Background: an optimization exercise with open tools, aiming at small area and a short achievable clock period. Do not read the settings as production practice.
At most, simulation tests tie the RTL to the original design; equivalence was not proved.
Function not checked in runs 1 to 3: the RTL went through the layout flow alone.
Power figures rest on the tool's default switching activity, not on a simulated workload.

File: flow/flow/run.sh
#!/bin/bash
# Own flow: the standard ORFS flow (standard.sh) with two changes:
#  - ports are buffered with sky130_fd_sc_hd__buf_1 (the resizer upsizes them where timing needs it)
#  - CTS uses clkbuf_4/clkbuf_8 and inserts no dummy loads
# Every tool's output goes to standard.log in the work folder (ORFS also keeps its own logs in orfs/logs).
set -euo pipefail
export BUFFER_PORTS_ARGS="-buffer_cell sky130_fd_sc_hd__buf_1"
export CTS_ARGS="-sink_clustering_enable -repair_clock_nets -dont_use_dummy_load -buf_list {sky130_fd_sc_hd__clkbuf_4 sky130_fd_sc_hd__clkbuf_8}"
bash standard.sh > standard.log 2>&1
File: flow/standard.sh
#!/bin/bash
# synth_recipe.tcl (not shown) runs the flow's synth.tcl, then flattens the netlist and writes it again
# the make line also repeats each setting of config.mk as NAME=value (left out here)
make -C /OpenROAD-flow-scripts/flow DESIGN_CONFIG=/design/flow/config.mk WORK_HOME=/design/flow/orfs CLKGATE_MAP_FILE= SYNTH_SCRIPT=/design/flow/synth_recipe.tcl "${@:-finish}"
File: flow/config.mk
export PLATFORM = sky130hd
export DESIGN_NAME = folding_2
export DESIGN_NICKNAME = folding_2
export VERILOG_FILES = /design/flow/design.v
export SDC_FILE = /design/flow/constraint.sdc
export NUM_CORES = 4
export LEC_CHECK = 0
export ABC_CLOCK_PERIOD_IN_PS = 3000
export CAP_MARGIN = 20
export CORE_MARGIN = 2
export CORE_UTILIZATION = 40
export CTS_BUF_LIST = sky130_fd_sc_hd__clkbuf_4 sky130_fd_sc_hd__clkbuf_8
export SETUP_SLACK_MARGIN = 5
export SLEW_MARGIN = 20
export SYNTH_HIERARCHICAL = 1
export SYNTH_MINIMUM_KEEP_SIZE = 0
File: flow/constraint.sdc
create_clock -name core_clock -period 8.0 [get_ports {clk}]
set_input_delay 1.6000 -clock core_clock [delete_from_list [all_inputs] [get_ports {clk}]]
set_output_delay 1.6000 -clock core_clock [all_outputs]
set_load 0.01 [all_outputs]
File: flow/design.v
module folding_2(Xn,Yn,a,b,clk,switch,rst);
input [15:0] Xn,a,b;
input clk,switch,rst;
output reg [15:0] Yn;
reg ph;                   
reg phn;                  
reg rq;                   
reg [7:0] bone, btwo, bneg;    
reg [15:0] yo;            
reg [15:0] h2, h3, h4;    
reg [15:0] as_, ac;       
reg [15:0] xr;            
wire sh = phn | rq;       
genvar gk, gi;
wire [255:0] bpn;         
wire [7:0] negn = ~bneg;
wire [15:0] cn = rst ? 16'd0 : (switch ? b : a);    
wire [16:0] ce = {cn, 1'b0};
wire [7:0] eone, etwo, eneg;
generate for (gk = 0; gk < 8; gk = gk + 1) begin : g_bo
  assign eone[gk] = ce[2*gk+1] ^ ce[2*gk];
  assign etwo[gk] = (ce[2*gk+2] & ~ce[2*gk+1] & ~ce[2*gk]) | (~ce[2*gk+2] & ce[2*gk+1] & ce[2*gk]);
  assign eneg[gk] = ce[2*gk+2];
  bpp0 q0 (yo[0], bone[gk], bneg[gk], bpn[gk*16]);
  for (gi = 1; gi < 16 - 2*gk; gi = gi + 1) begin : g_bpi
    bpp q (yo[gi], yo[gi-1], bone[gk], btwo[gk], bneg[gk], bpn[gk*16 + gi]);
  end
end endgenerate
wire [15:0] asg = ~(as_ & {16{ph}});    
wire [15:0] acg = ~(ac & {16{ph}});
wire [15:0] tsn, tcn, ysum;
wire s1, k2;
wire s3, k4;
wire s5, k6;
wire s7, k8;
wire s9, k10;
wire s11, k12;
wire s13, k14;
wire s15, k16;
wire s17, k18;
wire s19, k20;
wire s21, k22;
wire s23, k24;
wire s25, k26;
wire s27, k28;
wire s29, k30;
wire s31, k32;
wire s33, k34;
wire s35, k36;
wire s37, k38;
wire s39, k40;
wire s41, k42;
wire s43, k44;
wire s45, k46;
wire s47, k48;
wire s49, k50;
wire s51, k52;
wire s53, k54;
wire s55, k56;
wire s57, k58;
wire s59, k60;
wire s61, k62;
wire s63, k64;
wire s65, k66;
wire s67, k68;
wire s69, k70;
wire s71, k72;
wire s73, k74;
wire s75, k76;
wire s77, k78;
wire s79, k80;
wire s81, k82;
wire s83, k84;
wire s85, k86;
wire s87, k88;
wire s89, k90;
wire s91, k92;
wire s93, k94;
wire s95, k96;
wire s97, k98;
wire s99, k100;
wire s101, k102;
wire s103, k104;
wire s105, k106;
wire s107, k108;
wire s109, k110;
wire s111, k112;
wire s113, k114;
wire s115, k116;
wire s117, k118;
wire s119, k120;
wire s121, k122;
wire s123, k124;
wire s125, k126;
wire s127, k128;
wire s129;
wire s130;
wire s131;
wire s132;
wire s133;
wire s134;
wire s135;
wire s136;
fa u0 (negn[0], asg[0], acg[0], s1, k2);
fa u1 (asg[1], acg[1], bpn[1], s3, k4);
fa u2 (negn[1], asg[2], acg[2], s5, k6);
fa u3 (bpn[2], bpn[16], s5, s7, k8);
fa u4 (asg[3], acg[3], bpn[3], s9, k10);
fa u5 (bpn[17], k6, s9, s11, k12);
fa u6 (negn[2], asg[4], acg[4], s13, k14);
fa u7 (bpn[4], bpn[18], bpn[32], s15, k16);
fa u8 (s13, k10, s15, s17, k18);
fa u9 (asg[5], acg[5], bpn[5], s19, k20);
fa u10 (bpn[19], bpn[33], k14, s21, k22);
fa u11 (k16, s19, s21, s23, k24);
fa u12 (negn[3], asg[6], acg[6], s25, k26);
fa u13 (bpn[6], bpn[20], bpn[34], s27, k28);
fa u14 (bpn[48], s25, k20, s29, k30);
fa u15 (s27, k22, s29, s31, k32);
fa u16 (asg[7], acg[7], bpn[7], s33, k34);
fa u17 (bpn[21], bpn[35], bpn[49], s35, k36);
fa u18 (k26, k28, s33, s37, k38);
fa u19 (s35, k30, s37, s39, k40);
fa u20 (negn[4], asg[8], acg[8], s41, k42);
fa u21 (bpn[8], bpn[22], bpn[36], s43, k44);
fa u22 (bpn[50], bpn[64], s41, s45, k46);
fa u23 (k34, k36, s43, s47, k48);
fa u24 (s45, k38, s47, s49, k50);
fa u25 (asg[9], acg[9], bpn[9], s51, k52);
fa u26 (bpn[23], bpn[37], bpn[51], s53, k54);
fa u27 (bpn[65], k42, k44, s55, k56);
fa u28 (s51, s53, k46, s57, k58);
fa u29 (k48, s55, s57, s59, k60);
fa u30 (negn[5], asg[10], acg[10], s61, k62);
fa u31 (bpn[10], bpn[24], bpn[38], s63, k64);
fa u32 (bpn[52], bpn[66], bpn[80], s65, k66);
fa u33 (s61, k52, k54, s67, k68);
fa u34 (s63, s65, k56, s69, k70);
fa u35 (s67, k58, s69, s71, k72);
fa u36 (asg[11], acg[11], bpn[11], s73, k74);
fa u37 (bpn[25], bpn[39], bpn[53], s75, k76);
fa u38 (bpn[67], bpn[81], k62, s77, k78);
fa u39 (k64, k66, s73, s79, k80);
fa u40 (s75, s77, k68, s81, k82);
fa u41 (s79, k70, s81, s83, k84);
fa u42 (negn[6], asg[12], acg[12], s85, k86);
fa u43 (bpn[12], bpn[26], bpn[40], s87, k88);
fa u44 (bpn[54], bpn[68], bpn[82], s89, k90);
fa u45 (bpn[96], s85, k74, s91, k92);
fa u46 (k76, s87, s89, s93, k94);
fa u47 (k78, k80, s91, s95, k96);
fa u48 (s93, k82, s95, s97, k98);
fa u49 (asg[13], acg[13], bpn[13], s99, k100);
fa u50 (bpn[27], bpn[41], bpn[55], s101, k102);
fa u51 (bpn[69], bpn[83], bpn[97], s103, k104);
fa u52 (k86, k88, k90, s105, k106);
fa u53 (s99, s101, s103, s107, k108);
fa u54 (k92, k94, s105, s109, k110);
fa u55 (s107, k96, s109, s111, k112);
fa u56 (negn[7], asg[14], acg[14], s113, k114);
fa u57 (bpn[14], bpn[28], bpn[42], s115, k116);
fa u58 (bpn[56], bpn[70], bpn[84], s117, k118);
fa u59 (bpn[98], bpn[112], s113, s119, k120);
fa u60 (k100, k102, k104, s121, k122);
fa u61 (s115, s117, s119, s123, k124);
fa u62 (k106, k108, s121, s125, k126);
fa u63 (s123, k110, s125, s127, k128);
fa u64 (asg[15], acg[15], bpn[15], s129, );
fa u65 (bpn[29], bpn[43], bpn[57], s130, );
fa u66 (bpn[71], bpn[85], bpn[99], s131, );
fa u67 (bpn[113], k114, k116, s132, );
fa u68 (k118, s129, s130, s133, );
fa u69 (s131, k120, k122, s134, );
fa u70 (s132, s133, k124, s135, );
fa u71 (k126, s134, s135, s136, );
assign tsn = {k128, k112, k98, k84, k72, k60, k50, k40, k32, k24, k18, k12, k8, k4, k2, bpn[0]};
assign tcn = {s136, s127, s111, s97, s83, s71, s59, s49, s39, s31, s23, s17, s11, s7, s3, s1};
cpa u_cpa (as_, ac, xr, ysum);
always @(posedge clk) begin
  ph <= ~switch;
  phn <= switch;
  rq <= rst;
  bone <= eone;
  btwo <= etwo;
  bneg <= eneg;
  yo <= sh ? h2 : h4;
  as_ <= ~tsn;
  ac <= ~tcn;
  xr <= Xn;
  if (sh) begin
    Yn <= (rst | rq) ? 16'd0 : ysum;
    h2 <= Yn;
    h3 <= h2;
    h4 <= h3;
  end
end
endmodule
module fa (a, b, c, s, co);
input a, b, c;
output s, co;
assign s = a ^ b ^ c;
assign co = (a & b) | (a & c) | (b & c);
endmodule
module bpp (y1, y0, one, two, neg, pn);
input y1, y0, one, two, neg;
output pn;
assign pn = ~(((y1 & one) | (y0 & two)) ^ neg);
endmodule
module bpp0 (y1, one, neg, pn);
input y1, one, neg;
output pn;
assign pn = ~((y1 & one) ^ neg);
endmodule
module cpa (s, c, x, y);
input [15:0] s, c, x;
output [15:0] y;
wire [15:0] rs, rc;
fa v0 (s[0], c[0], x[0], rs[0], rc[0]);
fa v1 (s[1], c[1], x[1], rs[1], rc[1]);
fa v2 (s[2], c[2], x[2], rs[2], rc[2]);
fa v3 (s[3], c[3], x[3], rs[3], rc[3]);
fa v4 (s[4], c[4], x[4], rs[4], rc[4]);
fa v5 (s[5], c[5], x[5], rs[5], rc[5]);
fa v6 (s[6], c[6], x[6], rs[6], rc[6]);
fa v7 (s[7], c[7], x[7], rs[7], rc[7]);
fa v8 (s[8], c[8], x[8], rs[8], rc[8]);
fa v9 (s[9], c[9], x[9], rs[9], rc[9]);
fa v10 (s[10], c[10], x[10], rs[10], rc[10]);
fa v11 (s[11], c[11], x[11], rs[11], rc[11]);
fa v12 (s[12], c[12], x[12], rs[12], rc[12]);
fa v13 (s[13], c[13], x[13], rs[13], rc[13]);
fa v14 (s[14], c[14], x[14], rs[14], rc[14]);
fa v15 (s[15], c[15], x[15], rs[15], );
assign rc[15] = 1'b0;
wire p0 = rs[0] ^ 1'b0;
wire g0 = rs[0] & 1'b0;
wire p1 = rs[1] ^ rc[0];
wire g1 = rs[1] & rc[0];
wire p2 = rs[2] ^ rc[1];
wire g2 = rs[2] & rc[1];
wire p3 = rs[3] ^ rc[2];
wire g3 = rs[3] & rc[2];
wire p4 = rs[4] ^ rc[3];
wire g4 = rs[4] & rc[3];
wire p5 = rs[5] ^ rc[4];
wire g5 = rs[5] & rc[4];
wire p6 = rs[6] ^ rc[5];
wire g6 = rs[6] & rc[5];
wire p7 = rs[7] ^ rc[6];
wire g7 = rs[7] & rc[6];
wire p8 = rs[8] ^ rc[7];
wire g8 = rs[8] & rc[7];
wire p9 = rs[9] ^ rc[8];
wire g9 = rs[9] & rc[8];
wire p10 = rs[10] ^ rc[9];
wire g10 = rs[10] & rc[9];
wire p11 = rs[11] ^ rc[10];
wire g11 = rs[11] & rc[10];
wire p12 = rs[12] ^ rc[11];
wire g12 = rs[12] & rc[11];
wire p13 = rs[13] ^ rc[12];
wire g13 = rs[13] & rc[12];
wire p14 = rs[14] ^ rc[13];
wire g14 = rs[14] & rc[13];
wire p15 = rs[15] ^ rc[14];
wire g15 = rs[15] & rc[14];
wire G0_1 = g1 | (p1 & g0);
wire G0_3 = g3 | (p3 & g2);
wire P0_3 = p3 & p2;
wire G0_5 = g5 | (p5 & g4);
wire P0_5 = p5 & p4;
wire G0_7 = g7 | (p7 & g6);
wire P0_7 = p7 & p6;
wire G0_9 = g9 | (p9 & g8);
wire P0_9 = p9 & p8;
wire G0_11 = g11 | (p11 & g10);
wire P0_11 = p11 & p10;
wire G0_13 = g13 | (p13 & g12);
wire P0_13 = p13 & p12;
wire G0_15 = g15 | (p15 & g14);
wire P0_15 = p15 & p14;
wire G1_2 = g2 | (p2 & G0_1);
wire G1_3 = G0_3 | (P0_3 & G0_1);
wire G1_6 = g6 | (p6 & G0_5);
wire P1_6 = p6 & P0_5;
wire G1_7 = G0_7 | (P0_7 & G0_5);
wire P1_7 = P0_7 & P0_5;
wire G1_10 = g10 | (p10 & G0_9);
wire P1_10 = p10 & P0_9;
wire G1_11 = G0_11 | (P0_11 & G0_9);
wire P1_11 = P0_11 & P0_9;
wire G1_14 = g14 | (p14 & G0_13);
wire P1_14 = p14 & P0_13;
wire G1_15 = G0_15 | (P0_15 & G0_13);
wire P1_15 = P0_15 & P0_13;
wire G2_4 = g4 | (p4 & G1_3);
wire G2_5 = G0_5 | (P0_5 & G1_3);
wire G2_6 = G1_6 | (P1_6 & G1_3);
wire G2_7 = G1_7 | (P1_7 & G1_3);
wire G2_12 = g12 | (p12 & G1_11);
wire P2_12 = p12 & P1_11;
wire G2_13 = G0_13 | (P0_13 & G1_11);
wire P2_13 = P0_13 & P1_11;
wire G2_14 = G1_14 | (P1_14 & G1_11);
wire P2_14 = P1_14 & P1_11;
wire G2_15 = G1_15 | (P1_15 & G1_11);
wire P2_15 = P1_15 & P1_11;
wire G3_8 = g8 | (p8 & G2_7);
wire G3_9 = G0_9 | (P0_9 & G2_7);
wire G3_10 = G1_10 | (P1_10 & G2_7);
wire G3_11 = G1_11 | (P1_11 & G2_7);
wire G3_12 = G2_12 | (P2_12 & G2_7);
wire G3_13 = G2_13 | (P2_13 & G2_7);
wire G3_14 = G2_14 | (P2_14 & G2_7);
wire G3_15 = G2_15 | (P2_15 & G2_7);
assign y = {p15, p14, p13, p12, p11, p10, p9, p8, p7, p6, p5, p4, p3, p2, p1, p0} ^ {G3_14, G3_13, G3_12, G3_11, G3_10, G3_9, G3_8, G2_7, G2_6, G2_5, G2_4, G1_3, G1_2, G0_1, g0, 1'b0};
endmodule
==> summary.md, run 1 <==
| Metric | Value |
|---|---|
| Power Density | `381 nW/um2` |
| Slowest Stage Delay on Critical Path | `0.53 ns` |
| Global-route wire length before repair | `29.3 mm` |
| TritonRoute pass-1 iters | `4` |
| Fin crit period | `between 2 and 3 ns` |
| Flops & latches, synth | `roughly 160` |
| Peak supply drop | `roughly 0.12 mV` |
| Worst hold margin | `~0.42 ns` |
| I/O pin count | `67` |
| Most frequent cells in the layout | `fa_1, xor2_1, buf_1, edfxtp_1, a22oi_2` |
| Die Y | `between 150 and 200 um` |
| DPL Wire Length | `approximately 13 mm` |
| Seq/Total Area, Yosys | `between 40 and 50%` |
| H-tree levels | `4` |
| Max clock buf depth | `2` |
| Vias in the first global route | `about 5600` |
| Layout cells sized above 1 | `24.6%` |
| Ys flop type | `dfxtp_1` |
| Yosys warnings | `7` |
| CP most frequent cell | `fa_1` |
| DRC Markers | `0` |
| Row cnt | `54` |
| Worst Path Buf+Inv | `2` |
| EDFF count, synth | `64` |
| Crit. End Element | `flip-flop` |
| Layout Utilization | `between 40% and 50%` |
| Critical path arrival | `around 3.3 ns` |
| Cell count after synthesis | `between 600 and 700` |
| Clk root buf | `clkbuf_8` |
| Syn_area_per_cell | `13.2 um2` |
| Total number of vias | `5248` |
| WL/cell | `17.0 um` |
| Drt total wl | `between 15 and 20 mm` |
| RD Place Congestion | `between 0.8 and 0.9` |
| TritonCTS clock tree | `built` |
| # diodes | `0` |
| CTS buffer count | `17` |
| Clk slew on worst S/H paths | `~0.090 ns` |
| CP max stage cell | `fa_1` |
| Gr usage total | `~16%` |
| Hold Crit Class | `flip-flop to flip-flop` |
| Worst Path Required | `8.32 ns` |
| Die width | `152 um` |
| Synth Cell Area | `8780 um2` |
| Outcome | `complete, no violations` |
| Hold buffers post-CTS | `0` |
| Area grow syn2layout | `14.1%` |
| Max Clock Freq | `337 MHz` |
| Congestion Overflow GR | `0` |
| Max-cap check violation count | `0` |
| Final #Nets | `slightly above 900` |
| Distinct cells, synth | `41` |
| Clock latency (worst-skew pair) | `between 0.4 and 0.5 ns` |
| CTS sink count | `approximately 160` |
| Initial antenna violation count | `0` |
| Total core area | `around 22000 um2` |
| Critical path's top delay family | `adder cells` |
| Synth async-reset ratio | `0%` |
| Final setup viols | `0` |
| Drt via density | `4.98` |
| Iter 0 DRT Violations | `around 200` |
| Setup tns final | `0 ns` |
| Worst-margin pin slew | `0.790 ns` |
| Crit-path max FO | `6` |
| Startpoint Class | `flip-flop` |
| Starting Density | `about two fifths` |
| Crit-path cells | `buf_12 > a22oi_2 > xor2_2 > fa_1 > fa_1 > fa_1 > fa_1 > inv_1` |
| Clk_skew | `about 0.036 ns` |
| Die area | `~23000 um2` |
| Fin. Hold Viols | `0` |
| Largest net degree at the start of global routing | `between 60 and 70` |
| RSZ-0062 raised after global routing | `true` |
| Leakage | `approximately 3.8 nW` |
| Slew Limit Fails | `0` |
| Most common cell after layout, fill and taps aside | `fa_1` |
| Count of buffers from port buffering | `between 60 and 70` |
| Crit share post-route | `37.1%` |
| Net count after synthesis | `823` |
| Worst Setup Path Type | `flip-flop to flip-flop` |
| ANT nets after route | `0` |
| Slew margin rel. | `about 47%` |
[cell families after synthesis]
| family | share of synthesized area (%) |
|---|---|
| AOI/OAI and AO/OA | 12.1 |
| xor gates and xnor gates | 8.77 |
| adders and majority gates | 22.7 |
| buffers and inverters | 3.08 |
| DFF | 42.6 |
| muxes | 4.49 |
| and+or+nand+nor | 6.20 |
[per-module statistics from Yosys (local to each module, per instance)]
module,copies in the design,cell area (um2)
fa,88,20.0
bpp0,8,12.5
folding_2,1,4930
bpp,64,21.3
cpa,1,626
[Yosys cell counts (all sizes together), types with 2 or more instances]
cell    instances  area, um2
ha             14        175
edfxtp         64       1920
a32oi           5       43.8
a211oi          2       15.0
xor2           81        709
a22oi          64        801
dfxtp          91       1820
nor2           32        135
o21ai           2       10.0
xnor2           7       61.3
nand2          44        165
mux2           16        180
and2           22        138
inv            52        195
nand3           3       15.0
a21oi          12       60.1
o311ai          2       17.5
clkbuf          5       18.8
a211o           3       26.3
fa             91       1820
a21o            5       38.8
mux2i          21        214
buf             8       56.3
nor3            9       45.0
nand2b          2       12.5
[layer usage]
metal	share of wire, %	up-vias	track usage [%]
met4	1.7	0	5.34
met3	3.9	19	3.81
met1	48	2653	21.9
met5	0	-	0
li1	-	2469	-
met2	46	107	25.2
[state kept, by name, summed over array words and instances, names as in the netlist]
signal  count
as_        16
bneg        8
h2         16
h3         16
Yn         16
xr         16
ac         16
rq          1
h4         16
btwo        8
yo         16
ph          1
phn         1
bone        8
[timing repair]
| action | CTS | global route |
|---|---|---|
| setup endpoints to repair | 14 | 6 |
| hold endpoints to repair | 0 | 0 |
| pin swaps | 1 | 11 |
| setup buffers | 10 | 23 |
| gates resized for setup | 33 | 29 |
[power breakdown]
group | switching [mW] | internal, mW
combinational | 1.02 | 0.975
clock | 0.247 | 0.187
sequential | 0.261 | 1.13
[through the flow]
| stage | cells | power [mW] | instance area, um2 | worst slack (ns) |
|---|---|---|---|---|
| final | 1053 | 3.82 | 10000 | 5.03 |
| after global routing | 1053 | 4.22 | 10000 | 4.96 |
| after CTS | 1030 | 3.78 | 9730 | 4.99 |
| after detailed placement | 1003 | 3.31 | 9340 | 4.15 |
| after global placement | 1003 | 3.22 | 9340 | 4.36 |
| after floorplan | 667 | 2.82 | 8790 | 5.01 |
[layout make-up]
class / instances / area, um2
clock buffer: 17 / 234
fill: 1990 / 11700
inverter: 52 / 195
multi-input combinational: 447 / 4860
sequential: 155 / 3830
tap: 280 / 350
timing repair buffer: 102 / 548
[worst reg2reg max path, stage by stage (launching register included)]
cell	delay, ns
dfxtp_4	0.39
buf_12	0.15
a22oi_2	0.22
xor2_2	0.12
fa_1	0.46
fa_1	0.53
fa_1	0.44
fa_1	0.50
inv_1	0.04
[path summary, 6_finish.rpt]
kind | from | to | depth (start not counted) | slack [ns]
worst max-delay path | bone[0]$_DFF_P_ | ac[13]$_DFF_P_ | 8 | 5.03
worst min-delay path | h3[10]$_DFFE_PN_ | h4[10]$_DFFE_PN_ | 0 | 0.42
worst max register to register | bone[0]$_DFF_P_ | ac[13]$_DFF_P_ | 8 | 5.03
worst min register to register | h3[10]$_DFFE_PN_ | h4[10]$_DFFE_PN_ | 0 | 0.42
==> inputs of run 2 (changes only) <==
--- a/flow/design.v
+++ b/flow/design.v
@@ -95,10 +95,19 @@
 wire s127, k128;
-wire s129;
-wire s130;
-wire s131;
-wire s132;
-wire s133;
-wire s134;
-wire s135;
-wire s136;
+wire x129 = ~(asg[15] ^ acg[15]);
+wire x130 = ~(x129 ^ bpn[15]);
+wire x131 = ~(bpn[29] ^ bpn[43]);
+wire x132 = ~(bpn[57] ^ bpn[71]);
+wire x133 = ~(bpn[85] ^ bpn[99]);
+wire x134 = ~(bpn[113] ^ k114);
+wire x135 = ~(x130 ^ x131);
+wire x136 = ~(x132 ^ x133);
+wire x137 = ~(x134 ^ k116);
+wire x138 = ~(k118 ^ x135);
+wire x139 = ~(x136 ^ x137);
+wire x140 = ~(k120 ^ x138);
+wire x141 = ~(k122 ^ x139);
+wire x142 = ~(x140 ^ x141);
+wire x143 = ~(k124 ^ x142);
+wire x144 = ~(k126 ^ x143);
+wire x145 = ~(x144 ^ k128);
 fa u0 (negn[0], asg[0], acg[0], s1, k2);
@@ -167,12 +176,4 @@
 fa u63 (s123, k110, s125, s127, k128);
-fa u64 (asg[15], acg[15], bpn[15], s129, );
-fa u65 (bpn[29], bpn[43], bpn[57], s130, );
-fa u66 (bpn[71], bpn[85], bpn[99], s131, );
-fa u67 (bpn[113], k114, k116, s132, );
-fa u68 (k118, s129, s130, s133, );
-fa u69 (s131, k120, k122, s134, );
-fa u70 (s132, s133, k124, s135, );
-fa u71 (k126, s134, s135, s136, );
-assign tsn = {k128, k112, k98, k84, k72, k60, k50, k40, k32, k24, k18, k12, k8, k4, k2, bpn[0]};
-assign tcn = {s136, s127, s111, s97, s83, s71, s59, s49, s39, s31, s23, s17, s11, s7, s3, s1};
+assign tsn = {x145, k112, k98, k84, k72, k60, k50, k40, k32, k24, k18, k12, k8, k4, k2, bpn[0]};
+assign tcn = {1'b1, s127, s111, s97, s83, s71, s59, s49, s39, s31, s23, s17, s11, s7, s3, s1};
 cpa u_cpa (as_, ac, xr, ysum);
==> run 2 against run 1 <==
Still clean on timing, DRC and antenna. Sequential share of layout area rose by 0.23 points. Sequential power is 5% lower. Flip-flop and latch count down 1. Design area down 0.99%. Critical endpoint is now as_[15]$_DFF_P_. Highest routed layer unchanged.
==> summary.md, run 2 <==
| Metric | Value |
|---|---|
| Final setup viols | `0 (unchanged)` |
| Peak supply drop | `0.153 mV (was 0.119 mV)` |
| Worst Setup Path Type | `flip-flop to flip-flop (unchanged)` |
| Count of buffers from port buffering | `66 (unchanged)` |
| Max clock buf depth | `2 (unchanged)` |
| Synth Cell Area | `8640 um2 (was 8780 um2)` |
| Worst Path Buf+Inv | `0 (was 2)` |
| Drt total wl | `18.4 mm (was 18.0 mm)` |
| CTS sink count | `154 (was 155)` |
| Ys flop type | `dfxtp_1 (unchanged)` |
| Syn_area_per_cell | `13.2 um2 (about the same)` |
| Reg area | `3820 um2 (was 3830 um2)` |
| Synth async-reset ratio | `0% (unchanged)` |
| Psw | `1.51 mW (was 1.53 mW)` |
| CP max stage cell | `fa_1 (unchanged)` |
| TritonCTS clock tree | `built (unchanged)` |
| Die Y | `151 um (was 152 um)` |
| # diodes | `0 (unchanged)` |
| Largest net degree at the start of global routing | `41 (was 63)` |
| Worst hold margin | `0.406 ns (was 0.417 ns)` |
| Vias in the first global route | `5533 (was 5636)` |
| EDFF count, synth | `64 (unchanged)` |
| Met3 Use GR | `4.19% (was 3.81%)` |
| Hold Crit Class | `flip-flop to flip-flop (unchanged)` |
| Slew margin rel. | `66.8% (was 47.3%)` |
| Row cnt | `53 (was 54)` |
| ANT nets after route | `0 (unchanged)` |
| Max-cap check violation count | `0 (unchanged)` |
| Worst setup margin | `4.60 ns (was 5.03 ns)` |
| I/O pin count | `67 (unchanged)` |
| Cell count after synthesis | `653 (was 667)` |
| Most Crowded Layer GR | `met2 (unchanged)` |
| Multi-input logic area | `4750 um2 (was 4860 um2)` |
| Sequential Power Share | `34.4% (was 36.4%)` |
| RSZ-0062 raised after global routing | `true (unchanged)` |
| Most common cell in the netlist | `dfxtp_1` |
| Post-synth top cells | `dfxtp_1, fa_1, xor2_1 (unchanged)` |
| Met1 Use GR | `23.6% (was 21.9%)` |
| Outcome | `complete, no violations (unchanged)` |
| Met2 usage | `27.0% (was 25.2%)` |
| Startpoint Class | `flip-flop (unchanged)` |
| H-tree levels | `4 (unchanged)` |
| Initial antenna violation count | `0 (unchanged)` |
| Critical path's top delay family | `adder cells (unchanged)` |
| Total number of vias | `5177 (was 5248)` |
| Combinational power share | `54.2% (was 52.2%)` |
| Starting Density | `41.0% (was 40.5%)` |
| Clock Power Share | `11.4% (about the same)` |
| Switch share | `39.1% (was 39.9%)` |
| Place WS | `3.93 ns (was 4.15 ns)` |
| Leakage | `3.69 nW (was 3.76 nW)` |
| Max Clock Freq | `294 MHz (was 337 MHz)` |
| Layout Utilization | `47.0% (was 46.2%)` |
| Congestion Overflow GR | `0 (unchanged)` |
| RD Place Congestion | `0.818 (was 0.813)` |
| Fin. Hold Viols | `0 (unchanged)` |
| CTS buffer count | `17 (unchanged)` |
| Most common cell after layout, fill and taps aside | `fa_1 (unchanged)` |
| Total core area | `21100 um2 (was 21700 um2)` |
| Synth area leader | `edfxtp_1 (unchanged)` |
| Power Density | `388 nW/um2 (was 381 nW/um2)` |
| Post-route cell area | `9920 um2 (was 10000 um2)` |
| Clk slew on worst S/H paths | `0.10 ns (was 0.09 ns)` |
| Hold buffers post-CTS | `0 (unchanged)` |
| Top-area cell type share of the netlist area | `22.2% (was 21.9%)` |
| Filler cells | `1917 (was 1990)` |
| Pint | `2.34 mW (was 2.29 mW)` |
| Critical path arrival | `3.73 ns (was 3.29 ns)` |
| Global-route wire length before repair | `29.4 mm (was 29.3 mm)` |
| Worst Path Required | `8.33 ns (was 8.32 ns)` |
| Clk_skew | `0.0428 ns (was 0.0363 ns)` |
| Crit. End Element | `flip-flop (unchanged)` |
| Top post-synthesis cells by area | `edfxtp_1, dfxtp_1, fa_1 (unchanged)` |
| Crit-path max FO | `12 (was 6)` |
| Slew Limit Fails | `0 (unchanged)` |
| Distinct cells, synth | `43 (was 41)` |
| Setup tns final | `0 ns (unchanged)` |
| Area grow syn2layout | `14.8% (was 14.1%)` |
| Layout cells sized above 1 | `25.9% (was 24.6%)` |
| Clock latency (worst-skew pair) | `0.47 ns (was 0.46 ns)` |
| TritonRoute pass-1 iters | `4 (unchanged)` |
| WL/cell | `17.6 um (was 17.0 um)` |
| Die area | `22800 um2 (was 23200 um2)` |
| Clk root buf | `clkbuf_8 (unchanged)` |
| Final #Nets | `918 (was 931)` |
| Iter 0 DRT Violations | `214 (was 204)` |
| Net count after synthesis | `801 (was 823)` |
| Crit share post-route | `42.5% (was 37.1%)` |
| DPL Wire Length | `12.8 mm (was 12.9 mm)` |
| Worst-margin pin slew | `0.484 ns (was 0.790 ns)` |
| Fin crit period | `3.40 ns (was 2.97 ns)` |
| Flops & latches, synth | `154 (was 155)` |
| Gr usage total | `17.2% (was 16.0%)` |
| Die width | `151 um (was 152 um)` |
| DRC Markers | `0 (unchanged)` |
| Most frequent cells in the layout | `fa_1, xor2_1, buf_1, edfxtp_1, a22oi_2 (unchanged)` |
| Drt via density | `4.96 (was 4.98)` |
| Area post-placement | `9280 um2 (was 9340 um2)` |
| Yosys warnings | `7 (unchanged)` |
| Slowest Stage Delay on Critical Path | `0.59 ns (was 0.53 ns)` |
| Seq/Total Area, Yosys | `43.1% (was 42.6%)` |
| Crit-path cells | `a22oi_2 > xor2_1 > fa_2 > fa_1 > fa_1 > fa_2 > xnor2_2 > xnor2_1 > xnor3_1 > xnor2_1 (was buf_12 > a22oi_2 > xor2_2 > fa_1 > fa_1 > fa_1 > fa_1 > inv_1)` |
run 2: modules after synthesis (local to each module, per instance):
module | copies in the design | area [um2]
fa | 80 | 20.0
bpp0 | 8 | 12.5
cpa | 1 | 626
folding_2 | 1 | 4960
bpp | 64 | 21.3
run 2: final cells by class:
class / count / area share [%]
multi-input cells: 437 / 47.9
flip-flops and latches: 154 / 38.5
repair buffers: 110 / 5.88
well taps: 275 / 3.47
clock buffers: 17 / 2.36
inverters: 50 / 1.89
run 2: timing repair:
item                       4_1_cts  5_1_grt
setup endpoints to repair       15        8
resized for setup               19       11
pin swaps                        1        7
setup buffers                   24       15
run 2: kinds of logic after synthesis:
group                    after synthesis  synth area share, %
multiplexers                          33                 4.39
flip-flops                           154                 43.1
XOR/XNOR                             103                 10.6
other                                  1               0.0434
buffers and inverters                 62                 3.07
AND/OR/NAND/NOR                      108                 5.92
AO/OA/AOI/OAI                         95                 11.7
adder cells (fa/ha/maj)               97                 21.2
run 2: metrics by stage:
step | power [mW] | std cells
6_report | 3.85 | 1043
5_1_grt | 4.22 | 1043
4_1_cts | 3.81 | 1028
3_5_place_dp | 3.29 | 987
3_3_place_gp | 3.22 | 986
2_1_floorplan | 2.83 | 653
run 2: path summary, 6_finish.rpt:
path	start	endpoint	slack [ns]	cells after the start
worst min-delay path	h3[3]$_DFFE_PN_	h4[3]$_DFFE_PN_	0.41	0
worst max register to register	bone[2]$_DFF_P_	as_[15]$_DFF_P_	4.60	10
worst max-delay path	bone[2]$_DFF_P_	as_[15]$_DFF_P_	4.60	10
worst min register to register	h3[3]$_DFFE_PN_	h4[3]$_DFFE_PN_	0.41	0
run 2: metal layers:
layer	wire [um]	vias to the layer above
li1	-	2439
met1	8530	2600
met2	8770	115
met3	712	23
met4	377	0
met5	0	-
run 2: power by group through the flow:
stage	registers [mW]	clock network, mW	logic, mW
after CTS	1.34	0.454	2.02
after detailed placement	1.39	0	1.90
final	1.32	0.438	2.08
after global routing	1.35	0.482	2.38
after global placement	1.38	0	1.83
after floorplan	1.32	0	1.51
==> inputs of run 3 (changes only) <==
--- a/flow/flow/run.sh
+++ b/flow/flow/run.sh
@@ -7,3 +7,3 @@
 export BUFFER_PORTS_ARGS="-buffer_cell sky130_fd_sc_hd__buf_1"
-export CTS_ARGS="-sink_clustering_enable -repair_clock_nets -dont_use_dummy_load -buf_list {sky130_fd_sc_hd__clkbuf_4 sky130_fd_sc_hd__clkbuf_8}"
+export CTS_ARGS="-sink_clustering_enable -sink_clustering_size 25 -repair_clock_nets -dont_use_dummy_load -buf_list {sky130_fd_sc_hd__clkbuf_4 sky130_fd_sc_hd__clkbuf_8}"
 bash standard.sh > standard.log 2>&1
--- a/flow/config.mk
+++ b/flow/config.mk
@@ -10,4 +10,3 @@
 export CORE_MARGIN = 2
-export CORE_UTILIZATION = 40
-export CTS_BUF_LIST = sky130_fd_sc_hd__clkbuf_4 sky130_fd_sc_hd__clkbuf_8
+export CORE_UTILIZATION = 65
 export SETUP_SLACK_MARGIN = 5
==> run 3 against run 2 <==
Still clean. Design area decreased by 0.97%. Wire length fell by 2.5%. Sequential power barely moved. Non-clock buffer count fell by 6. Clock skew is 0.013 ns lower. Register-to-register slack about the same. First-iteration DRC count grew 44%. Hold slack gained 0.011 ns. Clock-buffer cell count unchanged. Critical endpoint unchanged. Largest power group unchanged.
==> summary.md, run 3 <==
| Metric | Value |
|---|---|
| Worst setup margin | `4.61 ns (was 4.60 ns)` |
| Post-Synth Adder-Cell Area | `21.2% (unchanged)` |
| Most frequent cells in the layout | `fa_1, xor2_1, buf_1, edfxtp_1, a22oi_2 (unchanged)` |
| Gr usage total | `26.7% (was 17.2%)` |
| DRC Markers | `0 (unchanged)` |
| Filler cells | `915 (was 1917)` |
| Most common cell in the netlist | `dfxtp_1 (unchanged)` |
| Largest family of logic cells by synthesized area | `adder cells (unchanged)` |
| Outcome | `complete, no violations (unchanged)` |
| Area post-placement | `9150 um2 (was 9280 um2)` |
| Critical path arrival | `3.70 ns (was 3.73 ns)` |
| ANT nets after route | `0 (unchanged)` |
| CP max stage cell | `fa_1 (unchanged)` |
| Row cnt | `42 (was 53)` |
| EDFF count, synth | `64 (unchanged)` |
| Synth area leader | `edfxtp_1 (unchanged)` |
| Max Clock Freq | `295 MHz (was 294 MHz)` |
| Fin. Hold Viols | `0 (unchanged)` |
| Top-area cell type share of the netlist area | `22.2% (unchanged)` |
| Slew Limit Fails | `0 (unchanged)` |
| Top post-synthesis cells by area | `edfxtp_1, dfxtp_1, fa_1 (unchanged)` |
| Ys flop type | `dfxtp_1 (unchanged)` |
| Worst hold margin | `0.416 ns (was 0.406 ns)` |
| Congestion Overflow GR | `0 (unchanged)` |
| Post-synthesis compound-gate area fraction | `11.7% (unchanged)` |
| Reg area | `3830 um2 (was 3820 um2)` |
| Synth Cell Area | `8640 um2 (unchanged)` |
| CTS buffer count | `17 (unchanged)` |
| Crit-path max FO | `10 (was 12)` |
| Seq/Total Area, Yosys | `43.1% (unchanged)` |
| WL/cell | `19.1 um (was 17.6 um)` |
| Power Density | `401 nW/um2 (was 388 nW/um2)` |
| TritonRoute pass-1 iters | `4 (unchanged)` |
| Clk_skew | `0.0295 ns (was 0.0428 ns)` |
| Reg2reg setup slack | `4.61 ns (was 4.60 ns)` |
| Crit share post-route | `42.3% (was 42.5%)` |
| Flops & latches, synth | `154 (unchanged)` |
| Crit. End Element | `flip-flop (unchanged)` |
| Multi-input logic area | `4810 um2 (was 4750 um2)` |
| Die Y | `119 um (was 151 um)` |
| Slowest Stage Delay on Critical Path | `0.57 ns (was 0.59 ns)` |
| Die area | `14200 um2 (was 22800 um2)` |
| Area grow syn2layout | `13.6% (was 14.8%)` |
| Global-route wire length before repair | `28.4 mm (was 29.4 mm)` |
| RSZ-0062 raised after global routing | `true (unchanged)` |
| Final #Nets | `912 (was 918)` |
| Hold buffers post-CTS | `0 (unchanged)` |
| Largest net degree at the start of global routing | `49 (was 41)` |
| # diodes | `0 (unchanged)` |
| CTS sink count | `154 (unchanged)` |
| Net count after synthesis | `801 (unchanged)` |
| Final setup viols | `0 (unchanged)` |
| Count of buffers from port buffering | `66 (unchanged)` |
| Starting Density | `65.8% (was 41.0%)` |
| Clock latency (worst-skew pair) | `0.45 ns (was 0.47 ns)` |
| Worst Path Required | `8.31 ns (was 8.33 ns)` |
| Fin crit period | `3.39 ns (was 3.40 ns)` |
| I/O pin count | `67 (unchanged)` |
| Iter 0 DRT Violations | `309 (was 214)` |
| Initial antenna violation count | `0 (unchanged)` |
| RD Place Congestion | `0.898 (was 0.818)` |
| Post-route cell area | `9820 um2 (was 9920 um2)` |
| Drt via density | `5.52 (was 4.96)` |
| Max clock buf depth | `2 (unchanged)` |
| Place WS | `3.96 ns (was 3.93 ns)` |
| Slew margin rel. | `57.0% (was 66.8%)` |
| Drt total wl | `17.9 mm (was 18.4 mm)` |
| Syn_area_per_cell | `13.2 um2 (unchanged)` |
| H-tree levels | `4 (unchanged)` |
| Distinct cells, synth | `43 (unchanged)` |
| Yosys warnings | `7 (unchanged)` |
| Cell count after synthesis | `653 (unchanged)` |
| Setup tns final | `0 ns (unchanged)` |
| Layout cells sized above 1 | `27.0% (was 25.9%)` |
| Post-Synth XOR/XNOR Area | `10.6% (unchanged)` |
| Total core area | `13100 um2 (was 21100 um2)` |
| Worst Setup Path Type | `flip-flop to flip-flop (unchanged)` |
| Max-cap check violation count | `0 (unchanged)` |
| Clk slew on worst S/H paths | `0.08 ns (was 0.10 ns)` |
| Clk root buf | `clkbuf_8 (unchanged)` |
| Crit-path cells | `a22oi_2 > xor2_1 > fa_2 > fa_1 > fa_1 > fa_2 > xnor2_2 > xnor2_1 > xnor3_1 > xnor2_1 (unchanged)` |
| Peak supply drop | `0.366 mV (was 0.153 mV)` |
| Mux contribution to synthesized area | `4.39% (unchanged)` |
| Leakage | `3.67 nW (was 3.69 nW)` |
| Total number of vias | `5181 (was 5177)` |
| Hold Crit Class | `flip-flop to flip-flop (unchanged)` |
| Most common cell after layout, fill and taps aside | `fa_1 (unchanged)` |
| Startpoint Class | `flip-flop (unchanged)` |
| Synth async-reset ratio | `0% (unchanged)` |
| DPL Wire Length | `12.4 mm (was 12.8 mm)` |
| Worst-margin pin slew | `0.644 ns (was 0.484 ns)` |
| TritonCTS clock tree | `built (unchanged)` |
| Vias in the first global route | `5503 (was 5533)` |
| Die width | `119 um (was 151 um)` |
| Simple-Gate Fraction of Synth Area | `5.92% (unchanged)` |
| Post-synth top cells | `dfxtp_1, fa_1, xor2_1 (unchanged)` |
==> run 3: cell counts after synthesis <==
Identical to the previous run, type by type.
==> run 3: cells by family after synthesis <==
family / Yosys count
DFF: 154
muxes: 33
other: 1
xor gates and xnor gates: 103
buffers and inverters: 62
AOI/OAI and AO/OA: 95
adders and majority gates: 97
and+or+nand+nor: 108
==> run 3: through the flow <==
stage	cells	util, %	power, mW
floorplan	653	-	2.83
global route	938	74.8	4.30
global placement	887	69.7	3.22
CTS	935	73.8	3.86
detailed placement	887	69.7	3.32
finish	938	74.8	3.94
==> run 3: path summary, 6_finish.rpt <==
| kind | from | endpoint | cells after the start |
|---|---|---|---|
| setup / recovery | bone[3]$_DFF_P_ | as_[15]$_DFF_P_ | 10 |
| hold / removal | h3[8]$_DFFE_PN_ | h4[8]$_DFFE_PN_ | 0 |
| setup reg to reg | bone[3]$_DFF_P_ | as_[15]$_DFF_P_ | 10 |
| hold reg to reg | h3[8]$_DFFE_PN_ | h4[8]$_DFFE_PN_ | 0 |
==> run 3: where the power goes <==
part | internal, mW | total (mW) | switching, mW | leakage, nW
Combinational | 1.07 | 2.19 | 1.12 | 2.09
Clock | 0.187 | 0.424 | 0.237 | 0.122
Sequential | 1.12 | 1.32 | 0.208 | 1.46
==> run 3: final cells by class <==
| type | instances | share of cell area, % |
|---|---|---|
| well taps | 176 | 2.24 |
| clock buffers | 17 | 2.38 |
| flip-flops and latches | 154 | 39.0 |
| inverters | 50 | 1.91 |
| repair buffers | 104 | 5.54 |
| multi-input cells | 437 | 48.9 |
==> run 3: metal layers <==
| metal | track usage, % | routed length (um) | up-vias |
|---|---|---|---|
| li1 | - | - | 2423 |
| met1 | 34.8 | 7650 | 2606 |
| met2 | 43.9 | 8940 | 116 |
| met3 | 6.42 | 843 | 36 |
| met4 | 10.1 | 499 | 0 |
| met5 | 0 | 0 | - |
==> run 3: per-module statistics from Yosys, one instance, submodules excluded <==
module	cell area (um2)	flip-flops and latches	copies in the design	cells inside
cpa	626	0	1	80
fa	20.0	0	80	1
folding_2	4960	154	1	349
bpp0	12.5	0	8	2
bpp	21.3	0	64	2
==> run 3: what timing repair did <==
action | CTS | global route
gates resized for setup | 23 | 23
endpoints found under the setup margin | 15 | 8
buffers inserted | 31 | 3
pin swaps | 11 | 11
==> run 3: critical path, delay by kind of cell (launching register included) <==
kind	cells	cell delay, ns
flops	1	0.45
xor+xnor	5	0.89
compound gates	1	0.11
fa+ha+maj	4	1.81
==> inputs of run 4 (changes only) <==
--- a/flow/design.v
+++ b/flow/design.v
@@ -95,19 +95,19 @@
 wire s127, k128;
-wire x129 = ~(asg[15] ^ acg[15]);
-wire x130 = ~(x129 ^ bpn[15]);
-wire x131 = ~(bpn[29] ^ bpn[43]);
-wire x132 = ~(bpn[57] ^ bpn[71]);
-wire x133 = ~(bpn[85] ^ bpn[99]);
-wire x134 = ~(bpn[113] ^ k114);
-wire x135 = ~(x130 ^ x131);
-wire x136 = ~(x132 ^ x133);
-wire x137 = ~(x134 ^ k116);
-wire x138 = ~(k118 ^ x135);
-wire x139 = ~(x136 ^ x137);
-wire x140 = ~(k120 ^ x138);
-wire x141 = ~(k122 ^ x139);
-wire x142 = ~(x140 ^ x141);
-wire x143 = ~(k124 ^ x142);
-wire x144 = ~(k126 ^ x143);
-wire x145 = ~(x144 ^ k128);
+wire x129;
+wire x130;
+wire x131;
+wire x132;
+wire x133;
+wire x134;
+wire x135;
+wire x136;
+wire x137;
+wire x138;
+wire x139;
+wire x140;
+wire x141;
+wire x142;
+wire x143;
+wire x144;
+wire x145;
 fa u0 (negn[0], asg[0], acg[0], s1, k2);
@@ -176,2 +176,19 @@
 fa u63 (s123, k110, s125, s127, k128);
+xnr z0 (asg[15], acg[15], x129);
+xnr z1 (x129, bpn[15], x130);
+xnr z2 (bpn[29], bpn[43], x131);
+xnr z3 (bpn[57], bpn[71], x132);
+xnr z4 (bpn[85], bpn[99], x133);
+xnr z5 (bpn[113], k114, x134);
+xnr z6 (x130, x131, x135);
+xnr z7 (x132, x133, x136);
+xnr z8 (x134, k116, x137);
+xnr z9 (k118, x135, x138);
+xnr z10 (x136, x137, x139);
+xnr z11 (k120, x138, x140);
+xnr z12 (k122, x139, x141);
+xnr z13 (x140, x141, x142);
+xnr z14 (k124, x142, x143);
+xnr z15 (k126, x143, x144);
+xnr z16 (x144, k128, x145);
 assign tsn = {x145, k112, k98, k84, k72, k60, k50, k40, k32, k24, k18, k12, k8, k4, k2, bpn[0]};
@@ -204,2 +221,7 @@
 endmodule
+module xnr (an, bn, sn);
+input an, bn;
+output sn;
+assign sn = ~(an ^ bn);
+endmodule
 module bpp (y1, y0, one, two, neg, pn);
==> flow/flow/run.sh (replaced) <==
#!/bin/bash
# Own flow: the standard ORFS flow (standard.sh) with two changes:
#  - ports are buffered with sky130_fd_sc_hd__buf_1 (the resizer upsizes them where timing needs it)
#  - timing repair aims at 5.3 ns of setup slack (a 2.7 ns period)
#  - CTS uses clkbuf_4/clkbuf_8 and inserts no dummy loads
# Every tool's output goes to standard.log in the work folder (ORFS also keeps its own logs in orfs/logs).
set -euo pipefail
export BUFFER_PORTS_ARGS="-buffer_cell sky130_fd_sc_hd__buf_1"
export SETUP_SLACK_MARGIN=5.3
export CTS_ARGS="-sink_clustering_enable -repair_clock_nets -dont_use_dummy_load -buf_list {sky130_fd_sc_hd__clkbuf_4 sky130_fd_sc_hd__clkbuf_8}"
bash standard.sh > standard.log 2>&1
--- a/flow/config.mk
+++ b/flow/config.mk
@@ -10,4 +10,3 @@
 export CORE_MARGIN = 2
-export CORE_UTILIZATION = 65
-export SETUP_SLACK_MARGIN = 5
+export CORE_UTILIZATION = 40
 export SLEW_MARGIN = 20
==> run 4 against run 3 <==
Sequential power hardly changed. Clock-buffer cell count is the same. Clock skew down 0.0047 ns. Flip-flop and latch count unchanged. Register-to-register slack improved by 0.50 ns. Sequential share of layout area fell by 2.5 points. Non-clock buffer count grew 40. Synthesized cell count is 3.4% higher. Combinational power increased by about 20%. Design area up 7.1%. Global-route usage down 8.9 points. Critical endpoint is now ac[14]$_DFF_P_.
==> summary.md, run 4 <==
| Metric | Value |
|---|---|
| Yosys warnings | `7 (unchanged)` |
| Count of buffers from port buffering | `66 (unchanged)` |
| Initial antenna violation count | `0 (unchanged)` |
| DPL Wire Length | `13.3 mm (was 12.4 mm)` |
| Most frequent cells in the layout | `xor2_1, buf_4, buf_1, edfxtp_1, a22oi_2 (was fa_1, xor2_1, buf_1, edfxtp_1, a22oi_2)` |
| Layout cells sized above 1 | `33.9% (was 27.0%)` |
| Most common cell in the netlist | `dfxtp_1 (unchanged)` |
| Clk root buf | `clkbuf_8 (unchanged)` |
| Clk_skew | `0.0248 ns (was 0.0295 ns)` |
| CP max stage cell | `fa_2 (was fa_1)` |
| I/O pin count | `67 (unchanged)` |
| Vias in the first global route | `5992 (was 5503)` |
| Seq/Total Area, Yosys | `42.5% (was 43.1%)` |
| RSZ-0062 raised after global routing | `true (unchanged)` |
| TritonCTS clock tree | `built (unchanged)` |
| Clock latency (worst-skew pair) | `0.45 ns (about the same)` |
| Total core area | `21600 um2 (was 13100 um2)` |
| Slew Limit Fails | `0 (unchanged)` |
| Row cnt | `54 (was 42)` |
| Worst-margin pin slew | `0.818 ns (was 0.644 ns)` |
| Worst Setup Path Type | `flip-flop to flip-flop (unchanged)` |
| ANT nets after route | `0 (unchanged)` |
| Outcome | `complete, no violations (unchanged)` |
| Synth area leader | `edfxtp_1 (unchanged)` |
| Fin crit period | `2.89 ns (was 3.39 ns)` |
| Final setup viols | `0 (unchanged)` |
| Peak supply drop | `0.256 mV (was 0.366 mV)` |
| Distinct cells, synth | `42 (was 43)` |
| Die area | `23100 um2 (was 14200 um2)` |
| Drt via density | `5.10 (was 5.52)` |
| Global-route wire length before repair | `31.8 mm (was 28.4 mm)` |
| Met2 usage | `29.9% (was 43.9%)` |
| Gr usage total | `17.9% (was 26.7%)` |
| Iter 0 DRT Violations | `258 (was 309)` |
| Max clock buf depth | `2 (unchanged)` |
| TritonRoute pass-1 iters | `5 (was 4)` |
| # diodes | `0 (unchanged)` |
| CTS buffer count | `17 (unchanged)` |
| Starting Density | `40.5% (was 65.8%)` |
| CP most frequent cell | `fa_2` |
| Startpoint Class | `flip-flop (unchanged)` |
| Synth Cell Area | `8750 um2 (was 8640 um2)` |
| Leakage | `3.97 nW (was 3.67 nW)` |
| Flops & latches, synth | `154 (unchanged)` |
| Ys flop type | `dfxtp_1 (unchanged)` |
| Post-synth top cells | `dfxtp_1, fa_1, xor2_1 (unchanged)` |
| Hold buffers post-CTS | `0 (unchanged)` |
| Net count after synthesis | `823 (was 801)` |
| Cell count after synthesis | `675 (was 653)` |
| Hold Crit Class | `flip-flop to flip-flop (unchanged)` |
| Met1 Use GR | `22.9% (was 34.8%)` |
| Crit-path cells | `a22oi_2 > xor2_2 > fa_2 > fa_2 > fa_1 > fa_2 > inv_2 (was a22oi_2 > xor2_1 > fa_2 > fa_1 > fa_1 > fa_2 > xnor2_2 > xnor2_1 > xnor3_1 > xnor2_1)` |
| Max Clock Freq | `346 MHz (was 295 MHz)` |
| Max-cap check violation count | `0 (unchanged)` |
| Post-route cell area | `10500 um2 (was 9820 um2)` |
| Crit-path max FO | `6 (was 10)` |
| Met3 Use GR | `4.36% (was 6.42%)` |
| Top post-synthesis cells by area | `edfxtp_1, dfxtp_1, fa_1 (unchanged)` |
| DRC Markers | `0 (unchanged)` |
| EDFF count, synth | `64 (unchanged)` |
| Largest net degree at the start of global routing | `65 (was 49)` |
| Area post-placement | `9400 um2 (was 9150 um2)` |
| Drt total wl | `20.1 mm (was 17.9 mm)` |
| Setup tns final | `0 ns (unchanged)` |
| Worst Path Required | `8.33 ns (was 8.31 ns)` |
| Critical path arrival | `3.22 ns (was 3.70 ns)` |
| Total power | `4.40 mW (was 3.94 mW)` |
| H-tree levels | `4 (unchanged)` |
| Fin. Hold Viols | `0 (unchanged)` |
| Crit. End Element | `flip-flop (unchanged)` |
| Critical path's top delay family | `adder cells (unchanged)` |
| Worst Path Buf+Inv | `1 (was 0)` |
| Crit share post-route | `36.1% (was 42.3%)` |
| Clk slew on worst S/H paths | `0.08 ns (about the same)` |
| CTS sink count | `154 (unchanged)` |
| Syn_area_per_cell | `13.0 um2 (was 13.2 um2)` |
| WL/cell | `18.3 um (was 19.1 um)` |
| Slowest Stage Delay on Critical Path | `0.55 ns (was 0.57 ns)` |
| Most common cell after layout, fill and taps aside | `xor2_1 (was fa_1)` |
| Die width | `152 um (was 119 um)` |
| Slew margin rel. | `45.5% (was 57.0%)` |
| Synth async-reset ratio | `0% (unchanged)` |
| Top-area cell type share of the netlist area | `22.0% (was 22.2%)` |
| Die Y | `152 um (was 119 um)` |
| Congestion Overflow GR | `0 (unchanged)` |
| Final #Nets | `973 (was 912)` |
| Most Crowded Layer GR | `met2 (unchanged)` |
| Area grow syn2layout | `20.3% (was 13.6%)` |
| RD Place Congestion | `0.806 (was 0.898)` |
| Total number of vias | `5620 (was 5181)` |
| Power Density | `418 nW/um2 (was 401 nW/um2)` |
run 4: cell count changes in the layout (fill, tap and decap cells not counted), sizes merged, moves of 2 or more:
cell,previous run,this run
nor3,3,9
buf,104,143
xnor2,27,24
xor2,75,81
nand3b,6,1
mux2i,16,21
nor2,27,32
and2,17,22
or3b,4,1
nand2,45,43
a32oi,0,5
run 4: logic make-up (layout without fill, tap and decap cells):
group,count (synthesis),in the layout,synth area share (%)
flip-flops,154,154,42.5
AO/OA/AOI/OAI,101,101,12.2
AND/OR/NAND/NOR,115,115,6.18
other,2,2,0.0858
buffers and inverters,64,212,3.04
XOR/XNOR,105,105,10.5
adder cells (fa/ha/maj),97,97,21.0
multiplexers,37,37,4.50
run 4: final cells by class:
cell class / count / area [um2]
timing repair buffer: 144 / 902
multi-input combinational: 457 / 5010
fill: 1945 / 11100
inverter: 51 / 191
clock buffer: 17 / 234
sequential: 154 / 3840
tap: 280 / 350
run 4: final timing paths:
path	slack (ns)	from	cells after the start	to
max	5.11	bone[0]$_DFF_P_	7	ac[14]$_DFF_P_
min	0.43	h3[2]$_DFFE_PN_	0	h4[2]$_DFFE_PN_
max reg2reg	5.11	bone[0]$_DFF_P_	7	ac[14]$_DFF_P_
min reg2reg	0.43	h3[2]$_DFFE_PN_	0	h4[2]$_DFFE_PN_
run 4: metal layers:
metal  part of all wire [%]  wire (um)  vias to the layer above
met5                      0          0                        -
li1                       -          -                     2582
met3                    5.5       1110                       35
met4                    2.3        462                        0
met2                     50       9980                      172
met1                     43       8600                     2831
run 4: through the flow:
stage	util (%)	hold WS, ns	worst slack [ns]	instances
floorplan	-	0.400	5.26	675
global placement	43.5	0.406	4.59	1011
detailed placement	43.5	0.407	4.51	1011
CTS	48.0	0.424	5.11	1092
global route	48.7	0.436	5.05	1103
finish	48.7	0.425	5.11	1103
run 4: timing repair:
item                                    CTS  global route
gates resized for setup                  49            24
pin swaps                                32            23
buffers inserted                         64            11
endpoints found under the setup margin   26            18
run 4: per-module statistics from Yosys, one instance, submodules excluded:
| module | cell area [um2] | flops+latches | cells | copies in the design |
|---|---|---|---|---|
| bpp | 21.3 | 0 | 2 | 64 |
| bpp0 | 12.5 | 0 | 2 | 8 |
| cpa | 626 | 0 | 80 | 1 |
| fa | 20.0 | 0 | 1 | 80 |
| folding_2 | 4910 | 154 | 354 | 1 |
| xnr | 8.76 | 0 | 1 | 17 |
run 4: where the power goes:
part | leakage, nW | internal, mW | total, mW | switching, mW
clock | 0.122 | 0.187 | 0.439 | 0.251
combinational | 2.39 | 1.34 | 2.62 | 1.28
sequential | 1.46 | 1.13 | 1.34 | 0.215
total | 3.97 | 2.65 | 4.40 | 1.75
==> inputs of run 5 (changes only) <==
--- a/flow/flow/run.sh
+++ b/flow/flow/run.sh
@@ -3,3 +3,2 @@
 #  - ports are buffered with sky130_fd_sc_hd__buf_1 (the resizer upsizes them where timing needs it)
-#  - timing repair aims at 5.3 ns of setup slack (a 2.7 ns period)
 #  - CTS uses clkbuf_4/clkbuf_8 and inserts no dummy loads
@@ -8,3 +7,2 @@
 export BUFFER_PORTS_ARGS="-buffer_cell sky130_fd_sc_hd__buf_1"
-export SETUP_SLACK_MARGIN=5.3
 export CTS_ARGS="-sink_clustering_enable -repair_clock_nets -dont_use_dummy_load -buf_list {sky130_fd_sc_hd__clkbuf_4 sky130_fd_sc_hd__clkbuf_8}"
--- a/flow/config.mk
+++ b/flow/config.mk
@@ -11,2 +11,4 @@
 export CORE_UTILIZATION = 40
+export CTS_BUF_LIST = sky130_fd_sc_hd__clkbuf_4 sky130_fd_sc_hd__clkbuf_8
+export SETUP_SLACK_MARGIN = 5
 export SLEW_MARGIN = 20
==> run 5 against run 4 <==
Final cell count down 5.2%. Via count is 7.2% lower. Area after synthesis did not move. Sequential power hardly changed. Clock power is essentially flat. Setup slack worse by 0.083 ns. Clock-buffer cell count did not move. Non-clock buffer count is 57 lower. Critical path depth increased by 1. Power fell by 11%. Core utilization down 3.3 points.
==> summary.md, run 5 <==
| Metric | Value |
|---|---|
| Synth Cell Area | `8750 um2 (unchanged)` |
| Slew margin rel. | `47.5% (was 45.5%)` |
| Worst Path Required | `8.33 ns (about the same)` |
| Worst r2r dst | `as_[15]$_DFF_P_ (was ac[14]$_DFF_P_)` |
| WL/cell | `17.5 um (was 18.3 um)` |
| Seq/Total Area, Yosys | `42.5% (unchanged)` |
| Max clock buf depth | `2 (unchanged)` |
| Startpoint Class | `flip-flop (unchanged)` |
| RSZ-0062 raised after global routing | `true (unchanged)` |
| Row cnt | `54 (unchanged)` |
| Most Crowded Layer GR | `met2 (unchanged)` |
| Layout cells sized above 1 | `21.7% (was 33.9%)` |
| Post-route cell area | `9810 um2 (was 10500 um2)` |
| Leakage | `3.66 nW (was 3.97 nW)` |
| Net count after synthesis | `823 (unchanged)` |
| Starting Density | `40.5% (unchanged)` |
| Largest net degree at the start of global routing | `65 (unchanged)` |
| Initial antenna violation count | `0 (unchanged)` |
| ANT nets after route | `0 (unchanged)` |
| Final #Nets | `916 (was 973)` |
| Count of buffers from port buffering | `66 (unchanged)` |
| Clk slew on worst S/H paths | `0.08 ns (about the same)` |
| Synth async-reset ratio | `0% (unchanged)` |
| Drt total wl | `18.3 mm (was 20.1 mm)` |
| Syn_area_per_cell | `13.0 um2 (unchanged)` |
| TritonRoute pass-1 iters | `4 (was 5)` |
| Ys flop type | `dfxtp_1 (unchanged)` |
| RD Place Congestion | `0.826 (was 0.806)` |
| Met2 usage | `26.4% (was 29.9%)` |
| Most frequent cells in the layout | `fa_1, xor2_1, buf_1, edfxtp_1, a22oi_2 (was xor2_1, buf_4, buf_1, edfxtp_1, a22oi_2)` |
| Worst hold path startpoint | `h3[14]$_DFFE_PN_ (was h3[2]$_DFFE_PN_)` |
| Hold Crit Class | `flip-flop to flip-flop (unchanged)` |
| Most common cell in the netlist | `dfxtp_1 (unchanged)` |
| Post-synth top cells | `dfxtp_1, fa_1, xor2_1 (unchanged)` |
| Fin. Hold Viols | `0 (unchanged)` |
| Outcome | `complete, no violations (unchanged)` |
| Post-Synth XOR/XNOR Area | `10.5% (unchanged)` |
| Crit. End Element | `flip-flop (unchanged)` |
| # diodes | `0 (unchanged)` |
| Drt via density | `4.98 (was 5.10)` |
| Clock Power Share | `11.2% (was 10.0%)` |
| Peak supply drop | `0.214 mV (was 0.256 mV)` |
| Slew Limit Fails | `0 (unchanged)` |
| Max-cap check violation count | `0 (unchanged)` |
| Max Clock Freq | `336 MHz (was 346 MHz)` |
| Clk root buf | `clkbuf_8 (unchanged)` |
| Synth area leader | `edfxtp_1 (unchanged)` |
| Fin cells | `1046 (was 1103)` |
| Met1 Use GR | `21.9% (was 22.9%)` |
| Setup tns final | `0 ns (unchanged)` |
| Die area | `23100 um2 (unchanged)` |
| Top-area cell type share of the netlist area | `22.0% (unchanged)` |
| Psw | `1.58 mW (was 1.75 mW)` |
| Worst r2r src | `yo[1]$_DFF_P_ (was bone[0]$_DFF_P_)` |
| Vias in the first global route | `5634 (was 5992)` |
| Clock latency (worst-skew pair) | `0.45 ns (about the same)` |
| Flops & latches, synth | `154 (unchanged)` |
| Reg2reg setup slack | `5.03 ns (was 5.11 ns)` |
| DRC Markers | `0 (unchanged)` |
| Die Y | `152 um (unchanged)` |
| I/O pin count | `67 (unchanged)` |
| Power Density | `398 nW/um2 (was 418 nW/um2)` |
| Simple-Gate Fraction of Synth Area | `6.18% (unchanged)` |
| Hold Path Sink | `h4[14]$_DFFE_PN_ (was h4[2]$_DFFE_PN_)` |
| Clk_skew | `0.0268 ns (was 0.0248 ns)` |
| Post-Synth Adder-Cell Area | `21.0% (unchanged)` |
| H-tree levels | `4 (unchanged)` |
| Top post-synthesis cells by area | `edfxtp_1, dfxtp_1, fa_1 (unchanged)` |
| Hold Path Cell Cnt | `0 (unchanged)` |
| Switch share | `40.4% (was 39.8%)` |
| Pint | `2.33 mW (was 2.65 mW)` |
| CTS buffer count | `17 (unchanged)` |
| Area post-placement | `9330 um2 (was 9400 um2)` |
| Total number of vias | `5214 (was 5620)` |
| Placed Instances | `1013 (was 1011)` |
| Largest family of logic cells by synthesized area | `adder cells (unchanged)` |
| Congestion Overflow GR | `0 (unchanged)` |
| Yosys warnings | `7 (unchanged)` |
| Worst Setup Path Type | `flip-flop to flip-flop (unchanged)` |
| DPL Wire Length | `13.5 mm (was 13.3 mm)` |
| Post-synthesis compound-gate area fraction | `12.2% (unchanged)` |
| Global-route wire length before repair | `29.2 mm (was 31.8 mm)` |
| Combinational power share | `53.7% (was 59.5%)` |
| Sequential Power Share | `35.2% (was 30.5%)` |
| Most common cell after layout, fill and taps aside | `fa_1 (was xor2_1)` |
| Gr usage total | `16.2% (was 17.9%)` |
| Distinct cells, synth | `42 (unchanged)` |
| CTS sink count | `154 (unchanged)` |
| Fin crit period | `2.97 ns (was 2.89 ns)` |
| Cell count after synthesis | `675 (unchanged)` |
| Die width | `152 um (unchanged)` |
| Worst hold margin | `0.413 ns (was 0.425 ns)` |
| EDFF count, synth | `64 (unchanged)` |
| Iter 0 DRT Violations | `241 (was 258)` |
| Reg2reg path depth | `8 (was 7)` |
| Worst-margin pin slew | `0.788 ns (was 0.818 ns)` |
| Crit-path max FO | `15 (was 6)` |
| Mux contribution to synthesized area | `4.50% (unchanged)` |
| Critical path arrival | `3.30 ns (was 3.22 ns)` |
| Met3 Use GR | `3.59% (was 4.36%)` |
| Total power | `3.91 mW (was 4.40 mW)` |
| Crit share post-route | `37.2% (was 36.1%)` |
| Total core area | `21600 um2 (unchanged)` |
| Area grow syn2layout | `12.1% (was 20.3%)` |
| Final setup viols | `0 (unchanged)` |
| TritonCTS clock tree | `built (unchanged)` |
==> run 5: through the flow <==
| stage | utilization [%] | setup slack [ns] |
|---|---|---|
| after global routing | 45.4 | 4.96 |
| after floorplan | - | 5.00 |
| after CTS | 44.9 | 5.00 |
| after global placement | 43.1 | 4.53 |
| final | 45.4 | 5.03 |
| after detailed placement | 43.1 | 4.49 |
==> run 5: modules after synthesis, one instance, submodules excluded <==
| module | cell area [um2] | copies in the design | cells | flops+latches |
|---|---|---|---|---|
| bpp | 21.3 | 64 | 2 | 0 |
| bpp0 | 12.5 | 8 | 2 | 0 |
| folding_2 | 4910 | 1 | 354 | 154 |
| fa | 20.0 | 80 | 1 | 0 |
| xnr | 8.76 | 17 | 1 | 0 |
| cpa | 626 | 1 | 80 | 0 |
==> run 5: worst max path at each step <==
| stage | cells after the start | from | slack [ns] | to |
|---|---|---|---|---|
| after floorplan | 8 | bone[2]$_DFF_P_ | 5.00 | as_[15]$_DFF_P_ |
| after global placement | 7 | ph$_DFF_P_ | 4.53 | as_[15]$_DFF_P_ |
| after detailed placement | 7 | ph$_DFF_P_ | 4.49 | as_[15]$_DFF_P_ |
| after CTS | 8 | yo[4]$_DFF_P_ | 5.00 | as_[15]$_DFF_P_ |
| after global routing | 9 | yo[2]$_DFF_P_ | 4.96 | as_[15]$_DFF_P_ |
| final | 8 | yo[1]$_DFF_P_ | 5.03 | as_[15]$_DFF_P_ |
==> run 5: cell type report <==
type,instances,area (um2)
fill,1997,11800
clock buffer,17,234
sequential,154,3800
timing repair buffer,87,414
inverter,51,191
tap,280,350
multi-input combinational,457,4820
==> run 5: metal layers <==
metal	share of wire [%]	vias to the layer above	wire length, um
met5	0	-	0
met4	1.1	0	209
met3	4.8	10	870
met2	49	127	8960
met1	45	2606	8260
li1	-	2471	-
==> run 5: timing repair <==
item,in CTS,in global routing
setup endpoints to repair,15,4
endpoints found under the hold margin,0,0
resized for setup,37,14
hold buffers,0,0
pin swaps,1,4
buffers inserted,10,6
==> run 5: cells by family (layout without fill, tap and decap cells) <==
| kind of cell | Yosys count | count (layout) |
|---|---|---|
| xor+xnor | 105 | 105 |
| buf+inv | 64 | 155 |
| flops | 154 | 154 |
| mux | 37 | 37 |
| other cells | 2 | 2 |
| compound gates | 101 | 101 |
| fa+ha+maj | 97 | 97 |
| simple gates | 115 | 115 |
==> run 5: critical path, cell delays in order, from the launching register on <==
cell and delay [ns]:
dfxtp_4 0.56, a22oi_2 0.14, xor2_1 0.16, fa_1 0.41
fa_1 0.52, fa_1 0.44, fa_1 0.39, xnor2_1 0.16
inv_1 0.05
==> run 5: power groups by stage <==
stage / clock network (mW) / registers, mW / logic [mW]
6_report: 0.437 / 1.37 / 2.10
5_1_grt: 0.484 / 1.41 / 2.36
4_1_cts: 0.453 / 1.38 / 2.11
3_5_place_dp: 0 / 1.39 / 2.07
3_3_place_gp: 0 / 1.38 / 1.99
2_1_floorplan: 0 / 1.33 / 1.61

==> static timing again, ports no longer ideal <==
How much do the figures lean on ideal ports? The routed layouts below were timed once more, with nothing changed but the port constraints. Step 1: set_driving_cell puts a clkbuf_16 on clk and a buf_2 on each other input, an assumption about the parent block. Step 2, shift: input delay + t, output delay - t, t = (earliest + latest rising clock arrival at the registers) / 2. This alone moves slack from input paths to output paths. Three values: no drivers, after step 1, after step 2; two values: the first two.
| run | t (ns) | setup slack, ns | worst setup path after step 2 |
|---|---|---|---|
| run 1 | 0.481 | 5.033 / 5.033 / 4.891 | input to register |
| run 2 | 0.491 | 4.598 / 4.598 / 4.598 | register to register |
| run 3 | 0.475 | 4.613 / 4.613 / 4.613 | register to register |
| run 4 | 0.481 | 5.110 / 5.110 / 5.095 | input to register |
| run 5 | 0.481 | 5.026 / 5.026 / 4.865 | input to register |
After both steps every run listed still meets setup and hold. The setup slack of run 5, which loses most, moves by 0.000 ns with the drivers and by -0.161 ns with both steps.
